This design comes from an exercise in tuning for small area, a short achievable clock period and few clock cycles per item on the open sky130 flow, not from production work. Where RTL was checked, it was by simulation tests only, not by an equivalence proof against the original. The clock input has no modelled driver; a real chip could not lean on it and would need a root buffer or a full tree. No activity file was given, so power comes from the tool's default toggle rates.

== run a ==
Design heichips25_systolicArray, start of the top module:
module heichips25_systolicArray #(
    parameter BITWIDTH = 4,
    parameter OUTWIDTH = 2*BITWIDTH
)(
    input                           clk,
    input                           reset,
    input        [BITWIDTH -1:0]    data_in,
    input                           load_weights,
    input                           load_inputs,
    input                           store_outputs,
    output logic [OUTWIDTH -1:0]    results,
    output logic                    valid_out
);
For scale: roughly 190 flip-flops, about 18 I/O pins, ~0.0086 mm^2 of cells after synthesis.
export LEC_CHECK = 0
export CAP_MARGIN = 20
export CORE_MARGIN = 2
export CORE_UTILIZATION = 40
export SETUP_SLACK_MARGIN = 4.2
export SLEW_MARGIN = 20
create_clock -name core_clock -period 6.5 [get_ports {clk}]
run.sh (not shown) runs the stock make flow with config.mk's settings and CLKGATE_MAP_FILE= SYNTH_SCRIPT=/design/flow/synth_recipe.tcl, a recipe that flattens the netlist after the stock synthesis.
Run a completed end to end with timing, DRC and antenna clean.
[inputs] run b vs run a
-- flow/config.mk --
<<< run a, line 6
export NUM_CORES = 4
export LEC_CHECK = 0
export CAP_MARGIN = 20
export CORE_MARGIN = 2
>>> run b, line 6
export NUM_CORES = 4
export LEC_CHECK = 0
export ABC_CLOCK_PERIOD_IN_PS = 2300
export CAP_MARGIN = 20
export CORE_MARGIN = 2
Results
Across run b and run a, none had a timing, DRC or antenna violation.
Compared with run a, in run b maximum root-to-sink buffer count barely changed, sequential cell count barely changed, instance area at placement barely changed.
Reported for run b and run a, boundary pin count turned out identical to the last digit.
As far as hold slack goes, run a and run b are indistinguishable; the numbers are identical.
Run b -> run a: number of fill cells in the layout flat
Delta (run b minus run a): count of multi-input gates now sits at about the same level, critical path depth in cells about even, switching part of the total essentially unchanged.
First-iteration DRC count essentially unchanged between run b and run a.
No functional check of the RTL was part of any run of this note.

========
Setup of indigo:
heichips25_systolicArray, a different RTL version from the one above (not shown whole).
Size: ~660 cells after synthesis, about 220 flip-flops, roughly 18 I/O pins, about 0.0088 mm² of cells after synthesis.
## heichips25_systolicArray
module heichips25_systolicArray #(
    parameter BITWIDTH = 4,
    parameter OUTWIDTH = 2*BITWIDTH
)(
    input                           clk,
    input                           reset,
    input        [BITWIDTH -1:0]    data_in,
    input                           load_weights,
    input                           load_inputs,
    input                           store_outputs,
    output logic [OUTWIDTH -1:0]    results,
    output logic                    valid_out
);
==> flow/config.mk <==
export PLATFORM = sky130hd
export DESIGN_NAME = heichips25_systolicArray
export DESIGN_NICKNAME = heichips25_systolicArray
export VERILOG_FILES = /design/flow/design.v
export SDC_FILE = /design/flow/constraint.sdc
export NUM_CORES = 4
export LEC_CHECK = 0
export CAP_MARGIN = 20
export CORE_MARGIN = 2
export CORE_UTILIZATION = 60
export CTS_CLUSTER_DIAMETER = 120
export CTS_CLUSTER_SIZE = 28
export SETUP_SLACK_MARGIN = 4.55
export SLEW_MARGIN = 20
==> flow/constraint.sdc <==
create_clock -name core_clock -period 6.5 [get_ports {clk}]
set_input_delay 1.3000 -clock core_clock [delete_from_list [all_inputs] [get_ports {clk}]]
set_output_delay 1.3000 -clock core_clock [all_outputs]
set_load 0.01 [all_outputs]
standard.sh (not shown) runs the stock make flow with config.mk's settings and CLKGATE_MAP_FILE= SYNTH_SCRIPT=/design/flow/synth_recipe.tcl, a recipe that flattens the netlist after the stock synthesis.
==> flow/flow/run.sh <==
#!/bin/bash
# Layout flow: the standard flow (standard.sh), with one change to clock
# tree synthesis (pre_cts.tcl): the clock tree is built by TritonCTS as usual,
# then its middle level of buffers is removed so that the root buffer drives
# the leaf buffers directly. The tree stays balanced; it has one buffer less
# between the clock port and every register. Its buffers are then made
# inverters of the same drive (two inversions between the port and every
# register). The ports are buffered with buf_2 rather than the slow delay
# buffer that buffer_ports picks by default.
set -euo pipefail
work=$(pwd)
export PRE_CTS_TCL="$work/flow/pre_cts.tcl"
export BUFFER_PORTS_ARGS="-buffer_cell sky130_fd_sc_hd__buf_2"
bash standard.sh > "$work/flow_standard.log" 2>&1 || { tail -50 "$work/flow_standard.log"; exit 1; }
tail -5 "$work/flow_standard.log"
==> flow/flow/pre_cts.tcl <==
# Sourced by ORFS's cts.tcl before clock tree synthesis (PRE_CTS_TCL).
# Wraps clock_tree_synthesis: after TritonCTS has built the tree (without
# dummy loads), each buffer between the root buffer and the leaf buffers is
# removed and the leaf buffers it drove are connected to the root buffer's
# net. Then every buffer of the tree (the root and the leaves) is replaced by
# an inverter of the same drive at the same place: the registers see the clock
# through two inversions, so its edges are unchanged, and every register is
# still reached through the same number of stages.
rename clock_tree_synthesis my_cts_orig
proc clock_tree_synthesis { args } {
  my_cts_orig {*}$args -dont_use_dummy_load
  set block [ord::get_db_block]
  set clkport [$block findBTerm clk]
  set clknet [$clkport getNet]
  # the root buffer: the one cell the clock port drives
  set roots {}
  foreach it [$clknet getITerms] {
    if {[$it isInputSignal]} { lappend roots [$it getInst] }
  }
  if {[llength $roots] != 1} { puts "pre_cts: [llength $roots] cells on the clock port, tree left as built"; return }
  set root [lindex $roots 0]
  set rootnet [[$root findITerm X] getNet]
  set removed 0
  foreach it [$rootnet getITerms] {
    if {![$it isInputSignal]} continue
    set inst [$it getInst]
    if {![string match *clkbuf* [[$inst getMaster] getName]]} continue
    set onet [[$inst findITerm X] getNet]
    set loads {}
    set allbuf 1
    foreach l [$onet getITerms] {
      if {[$l isInputSignal]} {
        lappend loads $l
        if {![string match *clkbuf* [[[$l getInst] getMaster] getName]]} { set allbuf 0 }
      }
    }
    if {!$allbuf || [llength $loads] == 0} continue
    foreach l $loads { $l disconnect; $l connect $rootnet }
    $it disconnect
    [$inst findITerm X] disconnect
    odb::dbInst_destroy $inst
    odb::dbNet_destroy $onet
    incr removed
  }
  puts "pre_cts: removed $removed middle clock buffers"
  # root and leaves: buffers -> inverters
  set inv [[ord::get_db] findMaster sky130_fd_sc_hd__clkinv_16]
  set tree [list $root]
  foreach it [$rootnet getITerms] {
    if {[$it isInputSignal]} { lappend tree [$it getInst] }
  }
  set swapped 0
  foreach inst $tree {
    if {![string match *clkbuf* [[$inst getMaster] getName]]} continue
    set in [[$inst findITerm A] getNet]
    set out [[$inst findITerm X] getNet]
    set loc [$inst getLocation]
    set name [$inst getName]
    odb::dbInst_destroy $inst
    set ni [odb::dbInst_create $block $inv ${name}_inv]
    $ni setLocation [lindex $loc 0] [lindex $loc 1]
    $ni setPlacementStatus PLACED
    [$ni findITerm A] connect $in
    [$ni findITerm Y] connect $out
    incr swapped
  }
  puts "pre_cts: $swapped clock buffers made inverters"
}
Every stage of the flow completed for indigo, and the final layout passed the timing, design-rule and antenna checks.
Testbench counts of indigo, summed over its fixed seeds: cycles 9,216, jobs 192.
Here is what was changed in the inputs of pepper compared with indigo.
-- flow/flow/run.sh --
<<< indigo, line 6
# between the clock port and every register. Its buffers are then made
# inverters of the same drive (two inversions between the port and every
# register). The ports are buffered with buf_2 rather than the slow delay
# buffer that buffer_ports picks by default.
>>> pepper, line 6
# between the clock port and every register.
<<< indigo, line 13
export BUFFER_PORTS_ARGS="-buffer_cell sky130_fd_sc_hd__buf_2"
>>> pepper, line 10
==> flow/flow/pre_cts.tcl <==
# Sourced by ORFS's cts.tcl before clock tree synthesis (PRE_CTS_TCL).
# Wraps clock_tree_synthesis: after TritonCTS has built the tree, each buffer
# between the root buffer and the leaf buffers is removed and the leaf buffers
# it drove are connected to the root buffer's net. No dummy loads are added.
rename clock_tree_synthesis my_cts_orig
proc clock_tree_synthesis { args } {
  my_cts_orig {*}$args -dont_use_dummy_load
  set block [ord::get_db_block]
  set clkport [$block findBTerm clk]
  set clknet [$clkport getNet]
  # the root buffer: the one cell the clock port drives
  set roots {}
  foreach it [$clknet getITerms] {
    if {[$it isInputSignal]} { lappend roots [$it getInst] }
  }
  if {[llength $roots] != 1} { puts "pre_cts: [llength $roots] cells on the clock port, tree left as built"; return }
  set rootnet [[[lindex $roots 0] findITerm X] getNet]
  set removed 0
  foreach it [$rootnet getITerms] {
    if {![$it isInputSignal]} continue
    set inst [$it getInst]
    if {![string match *clkbuf* [[$inst getMaster] getName]]} continue
    set onet [[$inst findITerm X] getNet]
    set loads {}
    set allbuf 1
    foreach l [$onet getITerms] {
      if {[$l isInputSignal]} {
        lappend loads $l
        if {![string match *clkbuf* [[[$l getInst] getMaster] getName]]} { set allbuf 0 }
      }
    }
    if {!$allbuf || [llength $loads] == 0} continue
    foreach l $loads { $l disconnect; $l connect $rootnet }
    $it disconnect
    [$inst findITerm X] disconnect
    odb::dbInst_destroy $inst
    odb::dbNet_destroy $onet
    incr removed
  }
  puts "pre_cts: removed $removed middle clock buffers"
}
-- flow/config.mk --
<<< indigo, line 10
export CORE_UTILIZATION = 60
>>> pepper, line 10
export CORE_UTILIZATION = 50
<<< indigo, line 13
export SETUP_SLACK_MARGIN = 4.55
>>> pepper, line 13
export SETUP_SLACK_MARGIN = 4.4
Findings:
pepper reports its cell with the largest stage delay on the worst path as sky130_fd_sc_hd__dfxtp_1 while indigo reports sky130_fd_sc_hd__dfxtp_2.
Clock skew: indigo vs pepper, no meaningful difference
Of pepper and indigo, pepper shows the higher routed metal-1 wirelength, with indigo below it.
Final wirelength (pepper over indigo): increase, 450 µm
Here is what was changed in the inputs of ember compared with pepper.
-- flow/config.mk --
<<< pepper, line 10
export CORE_UTILIZATION = 50
>>> ember, line 10
export CORE_UTILIZATION = 60
<<< pepper, line 13
export SETUP_SLACK_MARGIN = 4.4
>>> ember, line 13
export SETUP_SLACK_MARGIN = 4.27
==> notes.md <==
Both conditions hold for ember: the flow ran to the end and the final layout passed the timing, design-rule and antenna checks. Delta (ember minus pepper): first-pass GRT wire length moved up; worst hold-check slack lost 0.0093 ns; combinational share of power lower.
In indigo the design's own scripts or RTL, not TritonCTS, make the clock network.

re-timing with driven ports:
The results above use ideal ports. As a check the final layouts listed here were re-extracted and re-timed, cells and wires unchanged.
Step 1 assumes that a clkbuf_16 drives the clock port and a buf_2 every other input.
Step 2 also shifts input and output timing later by t, the mid clock arrival at the registers, as if the neighbouring blocks saw the same clock.
a / b / c = ideal / step 1 / step 2; a / b = the first two.
| run | t, ns | setup WS [ns] | worst register clock-pin slew, ns | worst data-port slew with drivers (ns) | pins driven straight from the clock port |
|---|---|---|---|---|---|
| run a | 0.475 | 3.845 / 3.845 / 3.845 | 0.08 / 0.08 | 0.03 | 1 |
| run b | 0.475 | 3.845 / 3.845 / 3.845 | 0.08 / 0.08 | 0.03 | 1 |
| indigo | 0.388 | 4.438 / 4.365 / 4.181 | 0.09 / 0.09 | 0.05 | 1 |
| pepper | 0.436 | 4.360 / 4.317 / 4.050 | 0.11 / 0.11 | 0.03 | 1 |
| ember | 0.426 | 4.363 / 4.323 / 4.033 | 0.11 / 0.11 | 0.03 | 1 |
After both steps every run listed still meets setup and hold. For ember, which loses most, drivers alone change the setup slack by -0.040 ns; drivers and shift together by -0.330 ns.
